Background: an optimization exercise with open tools, aiming at small area. Do not read the settings as production practice.
In this exercise RTL edits were held to simulation tests only and were not proved equivalent to the original.
Power figures rest on the tool's default switching activity, not on a simulated workload.

## flow/design.v (module list and top-level ports; edited modules follow where they fit)
// module cpu: 958 lines
module cpu(
    input clk,                           
    input RST,                           
    output [23:0] AB,                    
    output sync,                         
    input [7:0] DI,                      
    output reg [7:0] DO,                 
    output WE,                           
    input IRQ,                           
    input NMI,                           
    input RDY,                           
    input debug );
  // ...
==> flow/run.sh <==
#!/bin/bash
# synth_recipe.tcl (not shown) runs the flow's synth.tcl, then flattens the netlist and writes it again
# the make line also repeats each setting of config.mk as NAME=value (left out here)
make -C /OpenROAD-flow-scripts/flow DESIGN_CONFIG=/design/flow/config.mk WORK_HOME=/design/flow/orfs CLKGATE_MAP_FILE= SYNTH_SCRIPT=/design/flow/synth_recipe.tcl finish
==> flow/config.mk <==
export PLATFORM = sky130hd
export DESIGN_NAME = cpu
export DESIGN_NICKNAME = cpu
export VERILOG_FILES = /design/flow/design.v
export SDC_FILE = /design/flow/constraint.sdc
export NUM_CORES = 4
export LEC_CHECK = 0
export ABC_AREA = 1
export CAP_MARGIN = 20
export CORE_MARGIN = 2
export CORE_UTILIZATION = 40
export SLEW_MARGIN = 20
==> flow/constraint.sdc <==
create_clock -name core_clock -period 14.0 [get_ports {clk}]
set_input_delay 2.8000 -clock core_clock [delete_from_list [all_inputs] [get_ports {clk}]]
set_output_delay 2.8000 -clock core_clock [all_outputs]
set_load 0.01 [all_outputs]
==> out/results.ini, run 1 <==
[run_status]
status=timing/DRC/antenna clean

[grt]
met1_usage_pct=36.94
grt_pass1_vias=23114
grt_pass1_wl_microns=149600

[die]
start_util_pct=40.57
die_w_microns=279.2
taps=969
core_sq_um=74700

[worst_hold_path]
min_path_cells=2

[yosys]
ys_warn_count=1
synth-seq-cells=562
syn_area_sq_um=30300
synthFlopType=edfxtp_1

[route]
drt-met1-wl_microns=44350
firstDrtPassIters=6
drc=0
drtIter0Drc=3374
wl_met2_microns=44630

[timing]
max_slew_margin_pct=19.48
fin_crit_sh_pct=89.62
setup_violations=0
rsz0062_at_grt=false

[finish]
nonClockInverterCount=350
seq_area_share_pct=48.68
seq_area_sq_um=16540
diodes=0
seq_cell_count=562
layout_commonest_cell=nand2_1

[worst_setup_path]
slowest_delay_ps=590
cp_num_cells=36
arrival_ps=9750
crit_slowest_cell=clkdlybuf4s50_1
worstSetupPathType=input port to output pin
cp_top_family=simple AND/OR/NAND/NOR gates

[cts]
cts_tree=built
clock_latency_ps=660
clkSlewWorstSetupHoldPaths_ps=50

[placed_design]
io_buffers=43

[pwr]
seqPwrFrac_pct=33.7

==> inputs of run 2 (changes only) <==
==> flow/flow/run.sh (new file) <==
#!/bin/bash
# Own layout flow: the standard flow (standard.sh), with two changes in how
# the layout is made:
#  - synthesis maps the logic with an area-oriented ABC script (flow/abc_area.script)
#    instead of ORFS's, which buffers and upsizes; registers are untouched
#  - CTS uses smaller clock buffers and no dummy loads (optional, see CTS_ARGS)
set -euo pipefail
W=$PWD
rm -rf "$W/own_scripts"
cp -r "$FLOW_HOME/scripts" "$W/own_scripts"
cp "$W/flow/abc_area.script" "$W/own_scripts/abc_area.script"
export SCRIPTS_DIR="$W/own_scripts"
if [[ -f "$W/flow/cts_args" ]]; then
  export CTS_ARGS="$(cat "$W/flow/cts_args")"
fi
bash standard.sh > "$W/standard_flow.log" 2>&1
==> flow/flow/abc_area.script (new file) <==
strash
dch -f
amap
strash
dch -f
amap
topo
==> flow/standard.sh (new file) <==
#!/bin/bash
# synth_recipe.tcl (not shown) runs the flow's synth.tcl, then flattens the netlist and writes it again
# the make line also repeats each setting of config.mk as NAME=value (left out here)
make -C /OpenROAD-flow-scripts/flow DESIGN_CONFIG=/design/flow/config.mk WORK_HOME=/design/flow/orfs CLKGATE_MAP_FILE= SYNTH_SCRIPT=/design/flow/synth_recipe.tcl "${@:-finish}"
removed: flow/run.sh
==> out/results.ini, run 2 <==
[timing]
fin_crit_sh_pct=94.89  ; +5.3 points
fmax_mhz=75.27
clock_skew_ps=33.59
max_slew_margin_pct=23.37  ; +3.9 points
hold_viol=0
finalMaxSlewViolations=0
tightestPinTransition_ps=1137
rsz0062_at_grt=false
fin_setup_tns_ps=0
setup_violations=0  ; unchanged
finalCriticalPeriod_ps=13280

[finish]
fin_area_sq_um=31590
largest_register=th.pc
areaGrowthSynthToFinish_pct=17.20
layout_commonest_cell=edfxtp_1
instances_no_fill=3515
seq_area_sq_um=16540  ; about the same
nNetsFinal=2673
final_cell_mix=528 x edfxtp_1, 309 x nor2_1, 235 x clkinv_1
nFillCells=6106
largest_reg_flops=192
diodes=0  ; unchanged
drive_above_1_share_pct=9.652
multi_input_area_sq_um=9774

[yosys]
avgSynthCellArea_sq_um=11.43
yosysSeqAreaShare_pct=61.34
synth-edff-count=528
syn_area_sq_um=26960  ; -11%
synthTopCellsByCount=528 x edfxtp_1, 312 x nor2_1, 222 x clkinv_1, 185 x nand2_1, 149 x o21ai_0
synth_area_leader_cell=edfxtp_1
synth_area_leaders=edfxtp_1 59%, nor2_1 4.3%, a222oi_1 3.7%
ys_warn_count=1  ; unchanged
post-synth-top-count-cell=edfxtp_1
synth.distinct_cells=50
synth-async-reset-ratio_pct=0
syn_nets=2440
synthCells=2359
synth-seq-cells=562  ; unchanged
synth_top_area_share_pct=58.82
synthFlopType=edfxtp_1

[route]
maxUsedRoutingLayer=met4
vias=22387
firstDrtPassIters=8  ; +2
wl_per_cell_microns=27.53
wl_microns=96780
route.met3.wl_microns=8741
ant_nets=0
drtIter0Drc=2931  ; -13%
drc=0  ; unchanged
drt-met1-wl_microns=40000  ; -9.8%
via_per_inst=6.369
wl_met2_microns=44080  ; -1.2%

[worst_setup_path]
cp_top_family=compound AO/OA/AOI/OAI gates
path_common_cell=a21oi_1
timing.critical_path.to_type=output pin
worst-endpoint-required_ps=11200
worstSetupPathType=input port to output pin
crit_slowest_cell=clkdlybuf4s50_1
arrival_ps=10480  ; +730 ps
critPathLaunchType=input port
slowest_delay_ps=560  ; -30 ps
cp_max_fo=4
path_buf_inv=9

[pwr]
power.density_nw_per_um2=277.1
vdd_drop_max_mv=0.2297
power_leakage_nw=10.76

[cts]
clkSlewWorstSetupHoldPaths_ps=60  ; about the same
cts_hold_buf=0
numCtsBuffers=59
htree_levels=2
cts_tree=built
clock_latency_ps=650  ; about the same
clock-sinks=562
root_buffer=clkbuf_16
cts_buffer_depth=3

[placed_design]
gp_congestion=0.9781
placed_cells=3403
io_buffers=43  ; unchanged
place_area_sq_um=29550
dp_hpwl_microns=67760

[grt]
grt_usage_pct=27.16
grt_max_degree=80
grt_pass1_vias=21414  ; -7.4%
grt_overflow=0
grt_pass1_wl_microns=141500  ; -5.4%
antenna_found_initial=0

[run_status]
status=timing/DRC/antenna clean

[die]
die_w_microns=263.6  ; -5.6%
dieHeight_microns=263.6
start_util_pct=40.28  ; -0.28 points
placementRows=95
core_sq_um=66920  ; -10%
io_pins=48
die-area_sq_um=69490

[worst_hold_path]
worstHoldPathType=flip-flop to flip-flop

[flow_run]
maxCapViolCount=0

## run 2: changes by cell type after synthesis, moves of 29 or more
cell      delta
o221ai_1    +39
inv_1      -308
nand2_1    -761
o22ai_1     +78
a222oi_1   +100
inv_2       -35
nand3_1    -144
clkinv_1   +219
nor2_1      +37
a22oi_1     +29
nand4_1     -54
clkbuf_1    -58
## run 2: logic make-up (layout without fill, tap and decap cells)
group / after synthesis / in the layout / synth area share (%)
compound gates: 762 / 762 / 20.00
xor+xnor: 1 / 1 / 0.03250
fa+ha+maj: 67 / 67 / 3.305
buf+inv: 222 / 505 / 3.091
flops: 562 / 562 / 61.34
simple gates: 745 / 745 / 12.23
## run 2: per-layer routing
layer | vias up | GRT usage (%)
met5 | - | 0
met4 | 0 | 10.41
met3 | 227 | 5.219
met2 | 1219 | 42.94
met1 | 11013 | 37.06
li1 | 9928 | -
## run 2: through the flow
step | hold WS (ps) | utilization, % | power [mW] | setup WS [ps]
global placement | 522.7 | 44.15 | 6.975 | 311.5
finish | 543.7 | 47.21 | 8.754 | 715.2
floorplan | 451.7 | - | 5.329 | 828.0
CTS | 541.0 | 47.10 | 8.666 | 192.0
global route | 566.1 | 47.21 | 9.179 | 42.76
detailed placement | 532.2 | 44.16 | 7.065 | 234.1
## run 2: final cells by class
type / count / share of cell area, %
clock inverters: 41 / 1.343
multi-input cells: 1575 / 30.94
clock buffers: 70 / 4.871
repair buffers: 172 / 4.412
well taps: 873 / 3.457
inverters: 222 / 2.638
flip-flops and latches: 562 / 52.34
## run 2: timing repair
item	in CTS	in global routing
buffers inserted	0	1
resized for setup	0	13
endpoints found under the setup margin	0	3
## run 2: worst reg2reg max path, delay by kind of cell (launching register included)
kind	cells	cell delay, ps
compound gates	15	3390
simple gates	17	3250
fa+ha+maj	4	1670
buf+inv	7	1500
flops	1	700
## run 2: where the power goes
| part | leakage (nW) | switching, mW | internal [mW] |
|---|---|---|---|
| Combinational | 4.30 | 2.67 | 1.25 |
| Clock | 0.953 | 0.667 | 0.917 |
| Sequential | 5.51 | 0.261 | 2.99 |
| Total | 10.8 | 3.60 | 5.16 |
## run 2: path summary, 6_finish.rpt
kind	slack, ps	depth (start not counted)	start	end
max	720	44	DI[4]	AB[20]
max reg2reg	3170	43	OPC[4]	th[4].pc[23]
min	540	2	OPC[7]	OPC[7]
min reg2reg	540	2	OPC[7]	OPC[7]
==> inputs of run 3 (changes only) <==
==> flow/flow/abc_area.script (replaced) <==
strash
&get -n
&deepsyn -T 120
&put
dch -f
amap
topo
--- a/flow/config.mk
+++ b/flow/config.mk
@@ -8,5 +8,6 @@
 export ABC_AREA = 1
-export CAP_MARGIN = 20
+export CAP_MARGIN = 0
 export CORE_MARGIN = 2
-export CORE_UTILIZATION = 40
-export SLEW_MARGIN = 20
+export CORE_UTILIZATION = 65
+export GPL_TIMING_DRIVEN = 0
+export SLEW_MARGIN = 0
==> out/results.ini, run 3 <==
[run_status]
status=complete, but fails checks
so.violations=max-capacitance violations, max-slew violations

[route]
via_per_inst=7.752  ; +22%
route.met3.wl_microns=15950  ; +82%
vias=22691  ; +1.4%
drc=0  ; unchanged
ant_nets=0  ; unchanged
wl_met2_microns=42360  ; -3.9%
drtIter0Drc=4915  ; +68%
firstDrtPassIters=10  ; +2
drt-met1-wl_microns=31190  ; -22%
wl_microns=95990  ; -0.81%
maxUsedRoutingLayer=met5
wl_per_cell_microns=32.80  ; +19%

[pwr]
power.density_nw_per_um2=236.9  ; -15%
power_leakage_nw=10.11  ; -6.0%
power_mw=7.144  ; -18%
vdd_drop_max_mv=0.1897  ; -17%

[yosys]
synth-async-reset-ratio_pct=0  ; unchanged
synth-seq-cells=562  ; unchanged
ys_warn_count=1  ; unchanged
post-synth-top-count-cell=edfxtp_1
syn_area_sq_um=26170  ; -2.9%
synth_top_area_share_pct=60.60  ; +1.8 points
synthTopCellsByCount=528 x edfxtp_1, 351 x nor2_1, 218 x clkinv_1, 134 x nand2_1, 116 x o21ai_0
synth.distinct_cells=50  ; unchanged
avgSynthCellArea_sq_um=11.84  ; +3.6%
yosysSeqAreaShare_pct=63.20  ; +1.9 points
synth_area_leaders=edfxtp_1 61%, nor2_1 5.0%, a222oi_1 3.9%
synth_area_leader_cell=edfxtp_1
syn_nets=2291  ; -6.1%
synthFlopType=edfxtp_1
synth-edff-count=528  ; unchanged
synthCells=2210  ; -6.3%

[grt]
grt_overflow=0  ; unchanged
antenna_found_initial=5  ; +5
grt_max_degree=64  ; -20%
grt_pass1_wl_microns=139600  ; -1.3%
grt_usage_pct=45.81  ; +19 points
grt_pass1_vias=21379  ; -0.16%

[finish]
areaGrowthSynthToFinish_pct=15.25
drive_above_1_share_pct=8.708  ; -0.94 points
fin_area_sq_um=30160  ; -4.6%
final_util_pct=75.90  ; +29 points
largest_register=th.pc
instances_no_fill=2927  ; -17%
largest_reg_flops=192  ; unchanged
nNetsFinal=2435  ; -8.9%
layout_commonest_cell=edfxtp_1
final_cell_mix=528 x edfxtp_1, 333 x nor2_1, 215 x clkinv_1

[timing]
finalMaxSlewViolations=1  ; +1
setup_violations=0  ; unchanged
fin_crit_sh_pct=96.13  ; +1.2 points
clock_skew_ps=26.23  ; -7.364 ps
finalCriticalPeriod_ps=13460  ; +173.2 ps
tightestPinTransition_ps=1488  ; +350.8 ps
hold_viol=0  ; unchanged
fmax_mhz=74.31  ; -1.3%
max_slew_margin_pct=-0.2624  ; -24 points

[die]
dieHeight_microns=204.6  ; -22%
core_sq_um=39730  ; -41%
placementRows=73  ; -23%
die-area_sq_um=41880  ; -40%
io_pins=48  ; unchanged
start_util_pct=65.85  ; +26 points
die_w_microns=204.6  ; -22%

[worst_setup_path]
path_common_cell=nor2_1
critPathLaunchType=flip-flop
arrival_ps=10660  ; +180 ps
path_buf_inv=10  ; +1
crit_slowest_cell=dfxtp_1
slowest_delay_ps=470  ; -90 ps
cp_max_fo=31  ; +27
cp_top_family=compound AO/OA/AOI/OAI gates
worstSetupPathType=flip-flop to output pin
worst-endpoint-required_ps=11200  ; about the same
timing.critical_path.to_type=output pin

[cts]
cts_tree=built
cts_buffer_depth=3  ; unchanged
numCtsBuffers=54  ; -8.5%
htree_levels=2  ; unchanged
clock_latency_ps=650  ; about the same
root_buffer=clkbuf_16
clkSlewWorstSetupHoldPaths_ps=70  ; about the same
clock-sinks=562  ; unchanged

[worst_hold_path]
worstHoldPathType=flip-flop to flip-flop

[placed_design]
placed_cells=2801  ; -18%
gp_congestion=1.041  ; +6.4%
dp_hpwl_microns=60050  ; -11%
io_buffers=43  ; unchanged
place_area_sq_um=27900  ; -5.6%

[flow_run]
maxCapViolCount=3  ; +3

## run 3: final cells by class
| type | count | area (sq um) |
|---|---|---|
| Antenna cell | 2 | 5.005 |
| Clock buffer | 72 | 1419 |
| Sequential cell | 562 | 16540 |
| Inverter | 218 | 852.1 |
| Timing Repair Buffer | 87 | 1028 |
| Fill cell | 2333 | 9577 |
| Multi-Input combinational cell | 1431 | 9366 |
| Clock inverter | 30 | 290.3 |
| Tap cell | 525 | 656.9 |
## run 3: what timing repair did
item / in CTS / in global routing
resized for setup: 67 / 50
gates cloned: 1 / 0
setup endpoints to repair: 34 / 6
buffers inserted: 4 / 12
hold buffers: 0 / 0
pin swaps: 3 / 10
## run 3: worst min-delay path, cell delays in order (launching register included)
cell and delay, ps:
dfxtp_1 320, nor2_1 100, a211oi_1 50
## run 3: report_power, final
group	internal [mW]	switching (mW)
combinational	0.870	1.94
sequential	2.62	0.254
clock	0.777	0.680
## run 3: final timing paths
kind             endpoint  cells after the start  startpoint  slack (ps)
max                AB[23]                     56        T[1]         540
min                 D3[0]                      2       D3[0]         520
max reg2reg  th[4].pc[23]                     59        T[1]        2850
min reg2reg         D3[0]                      2       D3[0]         520
## run 3: cells by family (layout without fill, tap and decap cells)
family | after synthesis | in the layout | share of synthesized area [%]
buffers and inverters | 218 | 407 | 3.127
AND/OR/NAND/NOR | 664 | 665 | 11.00
adder cells (fa/ha/maj) | 67 | 67 | 3.405
other | 0 | 2 | 0
AO/OA/AOI/OAI | 699 | 699 | 19.27
flip-flops | 562 | 562 | 63.20
## run 3: routing by layer
layer  GRT usage, %  vias up
met2          68.92     2507
met1          60.57    10567
met5          1.905        -
met3          13.94      533
met4          23.16        6
li1               -     9078
## run 3: through the flow
stage / setup WS (ps) / TNS [ps] / hold WS, ps
floorplan: 970.2 / 0 / 475.3
global placement: -3090 / -61300 / 485.6
detailed placement: -3121 / -57200 / 493.7
CTS: 19.82 / 0 / 503.0
global route: -31.12 / -60.46 / 560.1
finish: 542.0 / 0 / 516.7
==> inputs of run 4 (changes only) <==
==> flow/flow/cts_args (new file) <==
-sink_clustering_enable -repair_clock_nets -dont_use_dummy_load -buf_list {sky130_fd_sc_hd__clkbuf_4 sky130_fd_sc_hd__clkbuf_8}
==> out/results.ini, run 4 <==
[worst_setup_path]
cp_max_fo=16  ; -48%
cp_num_cells=52  ; -7.1%
critPathLaunchType=input port
cp_top_family=compound AO/OA/AOI/OAI gates
worstSetupPathType=input port to output pin
r2r_cells=59  ; unchanged
crit_slowest_cell=fa_2
worst-endpoint-required_ps=11200  ; about the same
slowest_delay_ps=470  ; about the same
path_buf_inv=9  ; -1
timing.critical_path.to_type=output pin
arrival_ps=10660  ; about the same
path_common_cell=nor2_1

[finish]
nFillCells=2470  ; +5.9%
fin_area_sq_um=29640  ; -1.7%
drive_above_1_share_pct=9.392  ; +0.68 points
largest_reg_flops=192  ; unchanged
largest_register=th.pc
layout_commonest_cell=edfxtp_1
areaGrowthSynthToFinish_pct=13.28
final_util_pct=74.60  ; -1.3 points
multi_input_area_sq_um=9360  ; about the same
nNetsFinal=2468  ; +1.4%
final_cell_mix=528 x edfxtp_1, 335 x nor2_1, 200 x clkinv_1
seq_area_sq_um=16540  ; unchanged

[yosys]
synthFlopType=edfxtp_1
synth_area_leaders=edfxtp_1 61%, nor2_1 5.0%, a222oi_1 3.9%
synth_area_leader_cell=edfxtp_1
avgSynthCellArea_sq_um=11.84  ; unchanged
ys_warn_count=1  ; unchanged
synth-seq-cells=562  ; unchanged
synth_top_area_share_pct=60.60  ; unchanged
synthCells=2210  ; unchanged
syn_nets=2291  ; unchanged
synth.distinct_cells=50  ; unchanged
synth-edff-count=528  ; unchanged
syn_area_sq_um=26170  ; unchanged
synthTopCellsByCount=528 x edfxtp_1, 351 x nor2_1, 218 x clkinv_1, 134 x nand2_1, 116 x o21ai_0
synth-async-reset-ratio_pct=0  ; unchanged
yosysSeqAreaShare_pct=63.20  ; unchanged
post-synth-top-count-cell=edfxtp_1

[flow_run]
maxCapViolCount=2  ; -1

[grt]
antenna_found_initial=4  ; -1
grt_pass1_wl_microns=131100  ; -6.1%
grt_overflow=0  ; unchanged
grt_max_degree=64  ; unchanged
grt_usage_pct=43.14  ; -2.7 points
grt_pass1_vias=20911  ; -2.2%

[cts]
cts_tree=built
cts_buffer_depth=3  ; unchanged
cts_hold_buf=0  ; unchanged
clock-sinks=562  ; unchanged
root_buffer=clkbuf_8
numCtsBuffers=87  ; +61%
htree_levels=3  ; +1
clock_latency_ps=730  ; +80 ps
clkSlewWorstSetupHoldPaths_ps=60  ; about the same

[timing]
fmax_mhz=74.30  ; about the same
hold_viol=0  ; unchanged
finalCriticalPeriod_ps=13460  ; +1.675 ps
finalMaxSlewViolations=1  ; unchanged
finalWorstSetupSlack_ps=540.3  ; -1.675 ps
tightestPinTransition_ps=1486  ; -2.200 ps
clock_skew_ps=83.86  ; +57.64 ps
fin_setup_tns_ps=0  ; unchanged
setup_violations=0  ; unchanged
max_slew_margin_pct=-0.1142  ; +0.15 points
fin_crit_sh_pct=96.14  ; about the same

[route]
via_per_inst=7.630  ; -1.6%
drtIter0Drc=4073  ; -17%
firstDrtPassIters=9  ; -1
drc=0  ; unchanged
wl_microns=90330  ; -5.9%
ant_nets=0  ; unchanged
wl_per_cell_microns=31.03  ; -5.4%
vias=22211  ; -2.1%

[pwr]
vdd_drop_max_mv=0.1886  ; -0.54%
power_mw=6.720  ; -5.9%
power.density_nw_per_um2=226.7  ; -4.3%
power_leakage_nw=9.931  ; -1.8%

[die]
core_sq_um=39730  ; unchanged
placementRows=73  ; unchanged
io_pins=48  ; unchanged
die_w_microns=204.6  ; unchanged
dieHeight_microns=204.6  ; unchanged
start_util_pct=65.85  ; unchanged
die-area_sq_um=41880  ; unchanged

[placed_design]
dp_hpwl_microns=60050  ; unchanged
preCtsSetupSlack_ps=-3121  ; unchanged
place_area_sq_um=27900  ; unchanged
gp_congestion=1.041  ; unchanged
io_buffers=43  ; unchanged

[run_status]
so.violations=max-capacitance violations, max-slew violations
status=complete, but fails checks

[worst_hold_path]
worstHoldPathType=flip-flop to flip-flop
min_path_cells=2  ; unchanged

run 4: cell count changes in the layout (fill, tap and decap cells not counted), sizes merged, moves of 2 or more:
cell / change
buf: +3
clkbuf: +14
bufinv: -3
clkinvlp: -2
inv: -2
clkinv: -23
run 4: logic make-up (layout without fill, tap and decap cells):
family,count (synthesis),count (layout),synth area share [%]
adder cells (fa/ha/maj),67,67,3.405
buffers and inverters,218,392,3.127
other,0,1,0
AND/OR/NAND/NOR,664,665,11.00
flip-flops,562,562,63.20
AO/OA/AOI/OAI,699,699,19.27
run 4: final timing paths:
path / from / to / slack, ps
max: DI[6] / AB[23] / 540
min: D3[1] / D3[1] / 510
max reg2reg: T[0] / th[4].pc[23] / 3030
min reg2reg: D3[1] / D3[1] / 510
run 4: layout make-up:
class	count	share of cell area, %
multi-input combinational	1431	31.58
tap	525	2.216
timing repair buffer	87	3.466
clock buffer	87	4.040
antenna	1	0.008443
sequential	562	55.79
inverter	218	2.896
run 4: where the power goes:
group / internal (mW) / switching [mW] / total, mW
Clock: 0.546 / 0.581 / 1.13
Sequential: 2.62 / 0.230 / 2.85
Combinational: 0.866 / 1.88 / 2.75
run 4: per-layer routing:
| layer | track usage (%) | routed length, microns | up-vias |
|---|---|---|---|
| met1 | 57.05 | 30280 | 10449 |
| met5 | 0 | 106 | - |
| met4 | 21.95 | 5760 | 8 |
| met3 | 14.57 | 14890 | 473 |
| li1 | - | - | 9089 |
| met2 | 63.91 | 39290 | 2192 |
run 4: metrics by stage:
step                hold slack, ps  cells
floorplan                    475.3   2210
global route                 536.8   2911
finish                       514.0   2911
detailed placement           493.7   2801
global placement             485.6   2778
CTS                          501.3   2892
run 4: worst min-delay path, delay by kind of cell (launching register included):
family           cells  cell delay, ps
AO/OA/AOI/OAI        1              50
flip-flops           1             320
AND/OR/NAND/NOR      1             100
run 4: timing repair:
item / CTS / global route
pin swaps: 3 / 11
setup buffers: 3 / 17
setup endpoints to repair: 33 / 6
resized for setup: 72 / 48
cloned: 1 / 0
==> inputs of run 5 (changes only) <==
==> flow/flow/run.sh (replaced) <==
#!/bin/bash
# Own layout flow: the standard flow (standard.sh) with these changes in how
# the layout is made:
#  - synthesis maps the logic with an area-oriented ABC script (flow/abc_area.script)
#    instead of ORFS's; the registers are the standard synthesis's
#  - CTS clusters more sinks per buffer and inserts no dummy loads (flow/cts_args)
#  - the port buffers are the smallest buffer cell (flow/buffer_ports_args)
# Each tool's output is in the ORFS logs; make's own output is in standard_flow.log.
set -euo pipefail
W=$PWD
rm -rf "$W/own_scripts"
cp -r "$FLOW_HOME/scripts" "$W/own_scripts"
cp "$W/flow/abc_area.script" "$W/own_scripts/abc_area.script"
export SCRIPTS_DIR="$W/own_scripts"
if [[ -f "$W/flow/cts_args" ]]; then
  export CTS_ARGS="$(cat "$W/flow/cts_args")"
fi
if [[ -f "$W/flow/buffer_ports_args" ]]; then
  export BUFFER_PORTS_ARGS="$(cat "$W/flow/buffer_ports_args")"
fi
bash standard.sh > "$W/standard_flow.log" 2>&1
==> flow/flow/abc_area.script (replaced) <==
strash
&get -n
&deepsyn -T 300
&put
dch -f
amap
strash
dch -f
amap
topo
==> flow/flow/buffer_ports_args (new file) <==
-buffer_cell sky130_fd_sc_hd__buf_1
==> flow/flow/cts_args (replaced) <==
-sink_clustering_enable -repair_clock_nets -dont_use_dummy_load -sink_clustering_size 25 -sink_clustering_max_diameter 80
--- a/flow/config.mk
+++ b/flow/config.mk
@@ -8,3 +8,3 @@
 export ABC_AREA = 1
-export CAP_MARGIN = 0
+export CAP_MARGIN = 20
 export CORE_MARGIN = 2
@@ -12,2 +12,2 @@
 export GPL_TIMING_DRIVEN = 0
-export SLEW_MARGIN = 0
+export SLEW_MARGIN = 20
==> out/results.ini, run 5 <==
[yosys]
synth-seq-cells=562  ; unchanged
synth-edff-count=528  ; unchanged
synthFlopType=edfxtp_1
syn_area_sq_um=26010  ; -0.61%
synthTopCellsByCount=528 x edfxtp_1, 341 x nor2_1, 208 x clkinv_1, 150 x nand2_1, 130 x o21ai_0
synth_area_leader_cell=edfxtp_1
synth_top_area_share_pct=60.97  ; +0.37 points
synthCells=2205  ; -0.23%
post-synth-top-count-cell=edfxtp_1
synth_area_leaders=edfxtp_1 61%, nor2_1 4.9%, a222oi_1 3.8%
avgSynthCellArea_sq_um=11.79  ; -0.38%
synth-async-reset-ratio_pct=0  ; unchanged
synth.distinct_cells=52  ; +4.0%
yosysSeqAreaShare_pct=63.58  ; +0.39 points
ys_warn_count=1  ; unchanged
syn_nets=2286  ; -0.22%

[route]
drt-met1-wl_microns=30290  ; about the same
vias=21547  ; -3.0%
drtIter0Drc=4362  ; +7.1%
drc=0  ; unchanged
wl_microns=87230  ; -3.4%
via_per_inst=7.523  ; -1.4%
route.met3.wl_microns=13640  ; -8.4%
firstDrtPassIters=14  ; +5
ant_nets=0  ; unchanged
wl_per_cell_microns=30.46  ; -1.8%
wl_met2_microns=38460  ; -2.1%
maxUsedRoutingLayer=met5

[timing]
hold_slack_ps=553.4  ; +39.42 ps
max_slew_margin_pct=14.77  ; +15 points
fin_setup_tns_ps=0  ; unchanged
hold_viol=0  ; unchanged
finalMaxSlewViolations=0  ; -1
finalCriticalPeriod_ps=13440  ; -14.90 ps
setup_violations=0  ; unchanged
fin_crit_sh_pct=96.03  ; -0.11 points
tightestPinTransition_ps=1269  ; -217.3 ps
clock_skew_ps=77.22  ; -6.644 ps
fmax_mhz=74.38  ; +0.11%

[worst_setup_path]
slowest_delay_ps=530  ; +60 ps
path_common_cell=clkinv_1
cp_top_family=compound AO/OA/AOI/OAI gates
crit_slowest_cell=a222oi_1
worst-endpoint-required_ps=11200  ; about the same
arrival_ps=10640  ; -20 ps
path_buf_inv=10  ; +1
critPathLaunchType=flip-flop
worstSetupPathType=flip-flop to output pin
ff2ff_setup_slack_ps=2520  ; -510 ps
timing.critical_path.to_type=output pin
cp_max_fo=22  ; +6

[finish]
final_cell_mix=528 x edfxtp_1, 326 x nor2_1, 197 x clkinv_1
layout_commonest_cell=edfxtp_1
diodes=0  ; -1
nNetsFinal=2422  ; -1.9%
largest_reg_flops=192  ; unchanged
areaGrowthSynthToFinish_pct=10.97
largest_register=th.pc
drive_above_1_share_pct=7.311  ; -2.1 points

[cts]
cts_buffer_depth=3  ; unchanged
root_buffer=clkbuf_16
clkSlewWorstSetupHoldPaths_ps=100  ; +40 ps
clock_latency_ps=620  ; -110 ps
cts_tree=built
htree_levels=1  ; -2
clock-sinks=562  ; unchanged
numCtsBuffers=28  ; -68%

[die]
die-area_sq_um=41630  ; -0.60%
io_pins=48  ; unchanged
placementRows=73  ; unchanged
die_w_microns=204.0  ; -0.30%
dieHeight_microns=204.0  ; -0.30%
start_util_pct=65.61  ; -0.25 points
core_sq_um=39640  ; -0.23%

[placed_design]
io_buffers=43  ; unchanged
dp_hpwl_microns=61030  ; +1.6%
gp_congestion=0.9923  ; -4.7%

[run_status]
status=timing/DRC/antenna clean

[worst_hold_path]
worstHoldPathType=flip-flop to flip-flop

[pwr]
vdd_drop_max_mv=0.1473  ; -22%
power_leakage_nw=9.491  ; -4.4%
power.density_nw_per_um2=243.2  ; +7.3%

[grt]
grt_max_degree=46  ; -28%
grt_overflow=0  ; unchanged
antenna_found_initial=0  ; -4
grt_pass1_wl_microns=126900  ; -3.2%
grt_pass1_vias=19803  ; -5.3%
grt_usage_pct=41.48  ; -1.7 points

[flow_run]
maxCapViolCount=0  ; -2

-- run 5: cell count changes after synthesis, moves of 14 or more --
cell      previous run  this run
a211oi_1            25        10
a21oi_1             84       103
a22oi_1             81        60
and3_1              45        28
nand2_1            134       150
nor3_1              40        58
o21ai_0            116       130
o22ai_1             83        97
-- run 5: power breakdown --
group          internal [mW]  total (mW)  switching, mW  leakage, nW
Combinational          0.899        3.20           2.31         3.75
Sequential              2.72        2.97          0.247         5.39
Clock                  0.355       0.843          0.488        0.345
Total                   3.98        7.02           3.04         9.49
-- run 5: logic make-up (layout without fill, tap and decap cells) --
family	count (synthesis)	after routing	synth area share (%)
compound gates	704	704	19.11
fa+ha+maj	67	67	3.426
buf+inv	208	341	3.002
flops	562	562	63.58
simple gates	664	665	10.88
-- run 5: routing by layer --
metal | track usage, % | up-vias
met3 | 11.35 | 360
met1 | 57.59 | 10277
met5 | 0 | -
li1 | - | 8971
met4 | 18.53 | 2
met2 | 61.90 | 1937
-- run 5: final cells by class --
class	instances	area, sq um
Clock buffer	28	700.7
Fill cell	2636	10780
Inverter	208	808.3
Multi-Input combinational cell	1436	9133
Sequential cell	562	16540
Tap cell	525	656.9
Timing Repair Buffer	105	1025
-- run 5: worst paths after layout --
path / from / to / cells after the start
max: T[0] / AB[22] / 51
min: C / C / 2
max reg2reg: T[0] / th[7].pc[23] / 48
min reg2reg: C / C / 2
-- run 5: tightest hold or removal path, cell delays in order (launching register included) --
cell and delay [ps]:
dfxtp_1 350, nor2_1 110, nor3_1 50
-- run 5: through the flow --
stage	worst slack [ps]	utilization, %	std cells	power, mW	cell area [sq um]
floorplan	1249	-	2205	4.727	26010
global placement	-2618	67.67	2773	5.738	26820
detailed placement	-1370	70.11	2817	5.910	27790
CTS	37.86	72.10	2846	6.759	28580
global route	-6.768	72.80	2864	7.277	28860
finish	555.2	72.80	2864	7.019	28860
-- run 5: repair_timing --
item,CTS,global route
pin swaps,1,7
gates resized for setup,20,32
setup endpoints to repair,10,8
hold buffers,0,0
gates cloned,0,1
setup buffers,1,15
endpoints found under the hold margin,0,0

==> port drivers added, routing unchanged <==
Ports are ideal in the flow. The routed layouts listed here were re-timed in OpenROAD. Step 1 sets driving cells, clkbuf_16 on the clock port and buf_2 on the other inputs (assumed; they add their load-dependent delay and slew). Step 2 adds t to the input delays and takes it off the output delays; t is the mean of the earliest and latest rising clock arrival at the registers after step 1. Input paths then give back, and output paths get back, about the clock's delay inside the block. Slacks: ideal ports / drivers / drivers and shift; pairs: ideal ports / drivers.
| run | t, ns | setup WS [ns] | worst data-port slew with drivers (ns) |
|---|---|---|---|
| run 1 | 0.703 | 1.453 / 1.425 / 1.425 | 0.03 |
| run 2 | 0.704 | 0.715 / 0.688 / 0.688 | 0.04 |
| run 3 | 0.693 | 0.542 / 0.483 / 0.541 | 0.04 |
| run 4 | 0.740 | 0.540 / 0.496 / 0.511 | 0.04 |
| run 5 | 0.639 | 0.555 / 0.497 / 0.565 | 0.03 |
The setup slack of run 4, which loses most, moves by -0.044 ns with the drivers and by -0.029 ns with both steps.
